Background: an optimization exercise with open tools, aiming at small area and a short achievable clock period. Do not read the settings as production practice.
At most, simulation tests tie the RTL to the original design; equivalence was not proved.
Power and IR drop assume default switching activity.

== job 101 ==
==> flow/design.v (excerpt) <==
module Nbit_ALU_Register (r2, r3, ALUop, r0, clk);
parameter n = 32;
input[n-1:0] r2, r3;
input[2:0] ALUop;
input clk;
output [n-1:0] r0;
wire[n-1:0] r1;
Nbit_ALU #(n) alu1 (.r1(r1), .r2(r2), .r3(r3), .ALUop(ALUop) );
Nbit_Register #(n) reg1 (.outo(r0), .ino(r1), .clk(clk) );
endmodule
Size in the first run: about 420 cells after synthesis, ~32 flip-flops, ~100 I/O pins, ~2900 um^2 of cells after synthesis.
Settings: LEC_CHECK=0, CAP_MARGIN=20, CORE_MARGIN=2, CORE_UTILIZATION=60, CTS_BUF_LIST=sky130_fd_sc_hd__clkbuf_4, GPL_TIMING_DRIVEN=0, SLEW_MARGIN=20, SYNTH_HIERARCHICAL=1, SYNTH_MINIMUM_KEEP_SIZE=0; clock period 15.5 ns.
standard.sh (not shown) runs the stock make flow with config.mk's settings and CLKGATE_MAP_FILE= SYNTH_SCRIPT=/design/flow/synth_recipe.tcl, a recipe that flattens the netlist after the stock synthesis.
==> flow/flow/run.sh <==
#!/bin/bash
# Standard ORFS layout with two changes: the ports are buffered with buf_1 (instead of the
# delay buffer buffer_ports picks by default), and timing repair aims for a setup slack of
# 10.1 ns, so that it sizes the critical paths for a shorter period than the clock's.
set -euo pipefail
export BUFFER_PORTS_ARGS="-buffer_cell sky130_fd_sc_hd__buf_1"
export SETUP_SLACK_MARGIN=10.1
bash standard.sh > standard.log 2>&1
[inputs] job 102 vs job 101
- swapping 60 for 40 in CORE_UTILIZATION
- clearing CTS_BUF_LIST, which used to be sky130_fd_sc_hd__clkbuf_4
==> flow/flow/run.sh <==
#!/bin/bash
# Standard ORFS layout with two changes: the ports are buffered with buf_1 (instead of the
# delay buffer buffer_ports picks by default), and timing repair aims for a setup slack of
# 10.5 ns, so that it sizes the critical paths for a shorter period than the clock's.
set -euo pipefail
export BUFFER_PORTS_ARGS="-buffer_cell sky130_fd_sc_hd__buf_1"
export SETUP_SLACK_MARGIN=10.5
bash standard.sh > standard.log 2>&1
### Flow results
In summary, job 101 completed successfully, with a layout that passed the timing, DRC and antenna checks. Job 102: no failed stages, no open violations at the end. Taking job 102 as 1.0, job 101 lands at 0.77 on routed wire length. The source of the critical timing path comes out ALUop[1] in one run and ALUop[2] in the other, namely in job 102 and job 101 respectively. Detailed-placement wirelength estimate ends up lower on job 101. [compare] base=job 101 new=job 102: power dissipated in the clock network now sits higher, buffers inserted during post-CTS setup optimization now sits higher. Job 102 against job 101; power per unit of standard cell area is down slightly.
Input-level comparison between job 103 and job 102:
- clearing GPL_TIMING_DRIVEN, which used to be 0
==> flow/flow/run.sh <==
#!/bin/bash
# Standard ORFS layout; the only change is the cell used to buffer the ports
# (a plain buf_1 instead of the delay buffer buffer_ports picks by default).
set -euo pipefail
export BUFFER_PORTS_ARGS="-buffer_cell sky130_fd_sc_hd__buf_1"
bash standard.sh > standard.log 2>&1
Notes after the runs:
Compared to job 102, job 103 has worst hold slack 0.0094 ns higher. Changes observed in job 103 relative to job 102: area added between synthesis and finish down 31 points, share of the cycle needed by the critical path after routing up 4.6 points. Register share of the cell area was lower in job 102 than in job 103. Going from job 102 to job 103, clock-buffer cell count grows by 2. [compare] base=job 102 new=job 103: total stage count of the critical path went down, routed wire length went down.
The following lists how job 104 was set up differently from job 103:
- putting GPL_TIMING_DRIVEN at 0 where nothing was set
==> flow/flow/run.sh <==
#!/bin/bash
# Standard ORFS layout with two changes: the ports are buffered with buf_1 (instead of the
# delay buffer buffer_ports picks by default), and timing repair aims for a setup slack of
# 9.9 ns, so that it sizes the critical paths for a shorter period than the clock's.
set -euo pipefail
export BUFFER_PORTS_ARGS="-buffer_cell sky130_fd_sc_hd__buf_1"
export SETUP_SLACK_MARGIN=9.9
bash standard.sh > standard.log 2>&1
--- outcome ---
- In job 104, the layout clock buffer count came out 2 below the value in job 103.
- From job 103 to job 104 the numbers moved as follows: fraction of the cycle the final worst path needs decreased by 3.3 points relative to the old numbers, portion of total power attributed to the clock network closely matched the old numbers.
- Sort job 103 and job 104 by total power consumption of the routed design, ascending, and job 103 comes first.
No run of this note included a check of the RTL's function; only the layout flow was run.

run 1:
Another version of the RTL of Nbit_ALU_Register (not shown whole).
Size in the first run: ~32 flip-flops, ~0.0028 mm2 of cells after synthesis.
Settings: LEC_CHECK=0, CAP_MARGIN=20, CORE_MARGIN=2, CORE_UTILIZATION=60, GPL_TIMING_DRIVEN=0, SLEW_MARGIN=20, SYNTH_HIERARCHICAL=1, SYNTH_MINIMUM_KEEP_SIZE=0; clock period 15.5 ns.
==> flow/flow/run.sh <==
#!/bin/bash
# Standard ORFS layout with two changes: the ports are buffered with buf_1 (instead of the
# delay buffer buffer_ports picks by default), and timing repair aims for a setup slack of
# 9.9 ns, so that it sizes the critical paths for a shorter period than the clock's.
set -euo pipefail
export BUFFER_PORTS_ARGS="-buffer_cell sky130_fd_sc_hd__buf_1"
export SETUP_SLACK_MARGIN=9.9
bash standard.sh > standard.log 2>&1
Run 1: flow completed, timing, DRC and antenna clean
Inputs modified between run 1 and run 2:
# run 1
export LEC_CHECK = 0
export CAP_MARGIN = 20
export CORE_MARGIN = 2
export CORE_UTILIZATION = 60
export GPL_TIMING_DRIVEN = 0
export SLEW_MARGIN = 20
export SYNTH_HIERARCHICAL = 1
export SYNTH_MINIMUM_KEEP_SIZE = 0
create_clock -name core_clock -period 15.5 [get_ports {clk}]
# run 2
export LEC_CHECK = 0
export CAP_MARGIN = 20
export CORE_MARGIN = 2
export CORE_UTILIZATION = 40
export SLEW_MARGIN = 20
export SYNTH_HIERARCHICAL = 1
export SYNTH_MINIMUM_KEEP_SIZE = 0
create_clock -name core_clock -period 15.5 [get_ports {clk}]
==> flow/flow/run.sh <==
#!/bin/bash
# Standard ORFS layout; the only change is the cell used to buffer the ports
# (a plain buf_1 instead of the delay buffer buffer_ports picks by default).
set -euo pipefail
export BUFFER_PORTS_ARGS="-buffer_cell sky130_fd_sc_hd__buf_1"
bash standard.sh > standard.log 2>&1
Results
Re relative contribution of combinational cells to total power: run 1 and run 2 aren't equal, and the higher value belongs to run 1. Cell count sits higher in run 2 than in run 1. Row die boundary width: run 2 higher / run 1 lower. Looking at final area, run 2 sits below run 1. Looking at detailed-route via count across run 1 and run 2, the one that comes out higher is run 1.
Relative to run 2, the following input files were edited for run 3:
# run 2
export LEC_CHECK = 0
export CAP_MARGIN = 20
export CORE_MARGIN = 2
export CORE_UTILIZATION = 40
export SLEW_MARGIN = 20
export SYNTH_HIERARCHICAL = 1
export SYNTH_MINIMUM_KEEP_SIZE = 0
create_clock -name core_clock -period 15.5 [get_ports {clk}]
# run 3
export LEC_CHECK = 0
export CAP_MARGIN = 20
export CORE_MARGIN = 2
export CORE_UTILIZATION = 40
export GPL_TIMING_DRIVEN = 0
export SLEW_MARGIN = 20
export SYNTH_HIERARCHICAL = 1
export SYNTH_MINIMUM_KEEP_SIZE = 0
create_clock -name core_clock -period 15.5 [get_ports {clk}]
[summary]
- Run 3 against run 2: total wire length after detailed routing lower, slew at the pin with the worst max-slew slack went down, critical path depth up 2, wire length of the first global-routing pass dropped about 2.3%.
- The global-route total usage across every layer of run 3 is lower than that of run 2.
- Run 2 -> run 3: sequential standard cell area delta 0, exact match
## Diff of input files: run 4 against run 3
==> flow/flow/run.sh <==
#!/bin/bash
# Standard ORFS layout with two changes: the ports are buffered with buf_1 (instead of the
# delay buffer buffer_ports picks by default), and timing repair aims for a setup slack of
# 9.9 ns, so that it sizes the critical paths for a shorter period than the clock's.
set -euo pipefail
export BUFFER_PORTS_ARGS="-buffer_cell sky130_fd_sc_hd__buf_1"
export SETUP_SLACK_MARGIN=9.9
bash standard.sh > standard.log 2>&1
Findings:
- [diff] area of all placed cells without fillers, run 4 relative to run 3: regression
- Where peak clock frequency supported by timing is concerned, run 3 is outperformed by run 4.
- Routed wire length: run 4 vs run 3 — no meaningful difference
- Diff run 3 -> run 4 | number of vias per cell | decrease of 0.017
- Looking at run 4 and run 3, the reported sequential group power is a wash.
The inputs of run 5 differ from those of run 4 as listed below.
# run 4
export LEC_CHECK = 0
export CAP_MARGIN = 20
export CORE_MARGIN = 2
export CORE_UTILIZATION = 40
export GPL_TIMING_DRIVEN = 0
export SLEW_MARGIN = 20
export SYNTH_HIERARCHICAL = 1
export SYNTH_MINIMUM_KEEP_SIZE = 0
create_clock -name core_clock -period 15.5 [get_ports {clk}]
# run 5
export LEC_CHECK = 0
export CAP_MARGIN = 20
export CORE_MARGIN = 2
export CORE_UTILIZATION = 70
export CTS_BUF_LIST = sky130_fd_sc_hd__clkbuf_4
export GPL_TIMING_DRIVEN = 0
export SLEW_MARGIN = 20
export SYNTH_HIERARCHICAL = 1
export SYNTH_MINIMUM_KEEP_SIZE = 0
create_clock -name core_clock -period 15.5 [get_ports {clk}]
Notes after the runs:
Run 5 ends up with a floorplan die width that is 23% lower than in run 4.
Global-route wire length before repair: run 5 vs run 4 down 2.2%
Run 5: die area is 0.0031 mm2 lower than what run 4 reported.
Sum of met3 wire segment lengths after detailed routing of run 5 exceeds that of run 4 by more than half.
The estimated power of run 5 ends up lower than the estimate for run 4.
~same largest stage delay on the critical path in run 4 and run 5
Going from run 4 to run 5, synthesis-to-layout area growth lower; final instance area -45 um2.
Ratio of total power to cell area is higher on run 4
Compared run 5 against run 4; maximum number of pins on one net before global-route repair within noise.
Of run 4 and run 5, the higher static leakage belongs to run 4.
Input-level comparison between run 6 and run 5:
# run 5
export LEC_CHECK = 0
export CAP_MARGIN = 20
export CORE_MARGIN = 2
export CORE_UTILIZATION = 70
export CTS_BUF_LIST = sky130_fd_sc_hd__clkbuf_4
export GPL_TIMING_DRIVEN = 0
export SLEW_MARGIN = 20
export SYNTH_HIERARCHICAL = 1
export SYNTH_MINIMUM_KEEP_SIZE = 0
create_clock -name core_clock -period 15.5 [get_ports {clk}]
# run 6
export LEC_CHECK = 0
export CAP_MARGIN = 20
export CORE_MARGIN = 2
export CORE_UTILIZATION = 40
export GPL_TIMING_DRIVEN = 0
export SLEW_MARGIN = 20
export SYNTH_HIERARCHICAL = 1
export SYNTH_MINIMUM_KEEP_SIZE = 0
create_clock -name core_clock -period 15.5 [get_ports {clk}]
-- flow/flow/run.sh --
<<< run 5, line 4
# 9.9 ns, so that it sizes the critical paths for a shorter period than the clock's.
>>> run 6, line 4
# 10.5 ns, so that it sizes the critical paths for a shorter period than the clock's.
<<< run 5, line 7
export SETUP_SLACK_MARGIN=9.9
>>> run 6, line 7
export SETUP_SLACK_MARGIN=10.5
## What came out
Run 6 reports a higher area added between synthesis and finish than run 5 does. Per the comparison of run 6 with run 5, routing usage on met2 went down 21 points, number of placed cells counting well taps went up 32, cell area went up 490 um2, total via count in the routed design went down about 6.5%, total power went up about 7%. Looking only at peak supply drop, and setting everything else aside, the lower value of run 5 and run 6 goes to run 6. Run 5 ran to completion and came out clean on the timing, DRC and antenna checks. Run 6 | stages: all done | timing, DRC, antenna: all pass. Against run 5, run 6 comes in 0.5 points lower on clock network power share.

Another version of the RTL of Nbit_ALU_Register (not shown whole).
Size in the first run: ~380 cells after synthesis, roughly 32 flip-flops, roughly 0.0027 sq mm of cells after synthesis.
// Nbit_ALU_Register
module Nbit_ALU_Register (r2, r3, ALUop, r0, clk);
parameter n = 32;
input[n-1:0] r2, r3;
input[2:0] ALUop;
input clk;
output [n-1:0] r0;
wire[n-1:0] r1;
Nbit_ALU #(n) alu1 (.r1(r1), .r2(r2), .r3(r3), .ALUop(ALUop) );
Nbit_Register #(n) reg1 (.outo(r0), .ino(r1), .clk(clk) );
endmodule
Settings: LEC_CHECK=0, CAP_MARGIN=20, CORE_MARGIN=2, CORE_UTILIZATION=40, SLEW_MARGIN=20, SYNTH_HIERARCHICAL=1, SYNTH_MINIMUM_KEEP_SIZE=0; clock period 15.5 ns.
==> flow/flow/run.sh <==
#!/bin/bash
# Standard ORFS layout; the only change is the cell used to buffer the ports
# (a plain buf_1 instead of the delay buffer buffer_ports picks by default).
set -euo pipefail
export BUFFER_PORTS_ARGS="-buffer_cell sky130_fd_sc_hd__buf_1"
bash standard.sh > standard.log 2>&1
Next try:
==> flow/flow/run.sh (replaced) <==
#!/bin/bash
# Standard ORFS layout with two changes: the ports are buffered with buf_1 (instead of the
# delay buffer buffer_ports picks by default), and timing repair aims for a setup slack of
# 9.9 ns, so that it sizes the critical paths for a shorter period than the clock's.
set -euo pipefail
export BUFFER_PORTS_ARGS="-buffer_cell sky130_fd_sc_hd__buf_1"
export SETUP_SLACK_MARGIN=9.9
bash standard.sh > standard.log 2>&1
- CORE_UTILIZATION: 40 -> 60
- CTS_BUF_LIST: default -> sky130_fd_sc_hd__clkbuf_4
- GPL_TIMING_DRIVEN: default -> 0
Effect: Die area came out lower by 32%. Global-route usage climbs by 9.0 points. Fmax rose by 20%. Flip-flop and latch count does not change. Routed wire length falls by 0.39%. Final area rose by 3.6%. Utilization went up by 26 points. Setup slack improved by 1.1 ns.
Function was not checked in any run of this note: the RTL went through the layout flow alone.

RTL: one of the versions met above, not the one the previous note started from.
For scale: ~420 cells after synthesis, ~32 flip-flops, about 100 I/O pins, roughly 2900 µm² of cells after synthesis.
==> flow/config.mk <==
export PLATFORM = sky130hd
export DESIGN_NAME = Nbit_ALU_Register
export DESIGN_NICKNAME = Nbit_ALU_Register
export VERILOG_FILES = /design/flow/design.v
export SDC_FILE = /design/flow/constraint.sdc
export NUM_CORES = 4
export LEC_CHECK = 0
export CAP_MARGIN = 20
export CORE_MARGIN = 2
export CORE_UTILIZATION = 40
export GPL_TIMING_DRIVEN = 0
export SLEW_MARGIN = 20
export SYNTH_HIERARCHICAL = 1
export SYNTH_MINIMUM_KEEP_SIZE = 0
==> flow/constraint.sdc <==
create_clock -name core_clock -period 15.5 [get_ports {clk}]
set_input_delay 3.1000 -clock core_clock [delete_from_list [all_inputs] [get_ports {clk}]]
set_output_delay 3.1000 -clock core_clock [all_outputs]
set_load 0.01 [all_outputs]
==> flow/flow/run.sh <==
#!/bin/bash
# Standard ORFS layout with two changes: the ports are buffered with buf_1 (instead of the
# delay buffer buffer_ports picks by default), and timing repair aims for a setup slack of
# 10.2 ns, so that it sizes the critical paths for a shorter period than the clock's.
set -euo pipefail
export BUFFER_PORTS_ARGS="-buffer_cell sky130_fd_sc_hd__buf_1"
export SETUP_SLACK_MARGIN=10.2
bash standard.sh > standard.log 2>&1
The baseline completed without violations.
Edit:
==> flow/flow/run.sh (replaced) <==
#!/bin/bash
# Standard ORFS layout; the only change is the cell used to buffer the ports
# (a plain buf_1 instead of the delay buffer buffer_ports picks by default).
set -euo pipefail
export BUFFER_PORTS_ARGS="-buffer_cell sky130_fd_sc_hd__buf_1"
bash standard.sh > standard.log 2>&1
Outcome:
- hold slack gets better by 0.037 ns
- core utilization is lower by 2.4 points
- wire length shrinks by 2.6%
- final cell count went down by 0.32%
- cell area went down by 4.6%
- flip-flop and latch count stays the same
- non-clock buffer count shrinks by 2
- global-route usage drops by 0.15 points
- sequential power hardly moves
- combinational power decreases by about 8%
No run of this note included a check of the RTL's function; only the layout flow was run.

Another version of the RTL of Nbit_ALU_Register (not shown whole).
Size in the first run: roughly 32 flip-flops, about 2800 sq um of cells after synthesis.
==> flow/config.mk <==
export PLATFORM = sky130hd
export DESIGN_NAME = Nbit_ALU_Register
export DESIGN_NICKNAME = Nbit_ALU_Register
export VERILOG_FILES = /design/flow/design.v
export SDC_FILE = /design/flow/constraint.sdc
export NUM_CORES = 4
export LEC_CHECK = 0
export CAP_MARGIN = 20
export CORE_MARGIN = 2
export CORE_UTILIZATION = 60
export CTS_BUF_LIST = sky130_fd_sc_hd__clkbuf_4
export GPL_TIMING_DRIVEN = 0
export SLEW_MARGIN = 20
export SYNTH_HIERARCHICAL = 1
export SYNTH_MINIMUM_KEEP_SIZE = 0
==> flow/constraint.sdc <==
create_clock -name core_clock -period 15.5 [get_ports {clk}]
set_input_delay 3.1000 -clock core_clock [delete_from_list [all_inputs] [get_ports {clk}]]
set_output_delay 3.1000 -clock core_clock [all_outputs]
set_load 0.01 [all_outputs]
==> flow/flow/run.sh <==
#!/bin/bash
# Standard ORFS layout with two changes: the ports are buffered with buf_1 (instead of the
# delay buffer buffer_ports picks by default), and timing repair aims for a setup slack of
# 9.95 ns, so that it sizes the critical paths for a shorter period than the clock's.
set -euo pipefail
export BUFFER_PORTS_ARGS="-buffer_cell sky130_fd_sc_hd__buf_1"
export SETUP_SLACK_MARGIN=9.95
bash standard.sh > standard.log 2>&1
The first run completed without violations.
Change:
--- a/flow/flow/run.sh
+++ b/flow/flow/run.sh
@@ -4 +4 @@
-# 9.95 ns, so that it sizes the critical paths for a shorter period than the clock's.
+# 10.1 ns, so that it sizes the critical paths for a shorter period than the clock's.
@@ -7 +7 @@
-export SETUP_SLACK_MARGIN=9.95
+export SETUP_SLACK_MARGIN=10.1
Settings changed: CTS_BUF_LIST sky130_fd_sc_hd__clkbuf_4 to default.
Outcome: The new run produced a clean layout; worst setup slack improves by 0.10 ns; synthesized area stays the same; first-iteration DRC count drops by a few percent; die area stays the same; power rose by a little under a tenth; worst hold slack gains 0.033 ns.
Change:
Settings changed: CTS_BUF_LIST from default to sky130_fd_sc_hd__clkbuf_4.
Outcome: Clock power fell by 23%. Worst hold slack is worse by 0.073 ns. Via count fell by 0.73%. Total power fell by 6.4%. First-iteration DRC count rose by 10%. Setup slack is better by 0.028 ns.

re-timing with driven ports:
The results above use ideal ports. As a check the final layouts listed here were re-extracted and re-timed, cells and wires unchanged.
Step 1 assumes that a clkbuf_16 drives the clock port and a buf_2 every other input.
Step 2, shift: input delay + t, output delay - t, t = (earliest + latest rising clock arrival at the registers) / 2. This alone moves slack from input paths to output paths.
Slacks: ideal ports / drivers / drivers and shift; pairs: ideal ports / drivers.
run | t (ns) | slack for setup (ns) | hold slack, ns | latest minus earliest clock arrival (ns)
job 101 | 0.365 | 10.220 / 10.223 / 9.858 | 3.101 / 3.106 / 3.472 | 0.005 / 0.005
job 102 | 0.320 | 10.346 / 10.318 / 9.999 | 3.214 / 3.215 / 3.507 | 0.009 / 0.009
job 103 | 0.314 | 9.627 / 9.632 / 9.318 | 3.223 / 3.213 / 3.509 | 0.003 / 0.004
job 104 | 0.314 | 10.133 / 10.135 / 9.822 | 3.219 / 3.214 / 3.502 | 0.010 / 0.011
run 1 | 0.315 | 10.038 / 10.045 / 9.730 | 3.219 / 3.211 / 3.502 | 0.008 / 0.007
run 2 | 0.315 | 9.078 / 9.083 / 8.768 | 3.234 / 3.227 / 3.505 | 0.012 / 0.012
run 3 | 0.309 | 9.567 / 9.569 / 9.259 | 3.207 / 3.203 / 3.506 | 0.007 / 0.007
run 4 | 0.309 | 10.130 / 10.134 / 9.825 | 3.210 / 3.205 / 3.505 | 0.011 / 0.011
run 5 | 0.357 | 9.966 / 9.973 / 9.616 | 3.187 / 3.181 / 3.517 | 0.014 / 0.015
run 6 | 0.318 | 10.319 / 10.299 / 9.981 | 3.202 / 3.218 / 3.508 | 0.007 / 0.007
the first run of note 3 | 0.310 | 8.964 / 8.963 / 8.653 | 3.235 / 3.227 / 3.507 | 0.008 / 0.007
the second run of note 3 | 0.358 | 10.059 / 10.063 / 9.705 | 3.164 / 3.161 / 3.508 | 0.018 / 0.018
the first run of note 4 | 0.315 | 10.346 / 10.354 / 10.040 | 3.187 / 3.182 / 3.497 | 0.011 / 0.011
the second run of note 4 | 0.311 | 9.642 / 9.647 / 9.336 | 3.224 / 3.216 / 3.503 | 0.009 / 0.008
the first run of note 5 | 0.363 | 10.173 / 10.160 / 9.797 | 3.160 / 3.157 / 3.519 | 0.014 / 0.014
the second run of note 5 | 0.316 | 10.277 / 10.274 / 9.958 | 3.193 / 3.194 / 3.508 | 0.008 / 0.008
the third run of note 5 | 0.365 | 10.305 / 10.294 / 9.929 | 3.120 / 3.128 / 3.493 | 0.010 / 0.010
After both steps setup and hold are still met in every run listed.
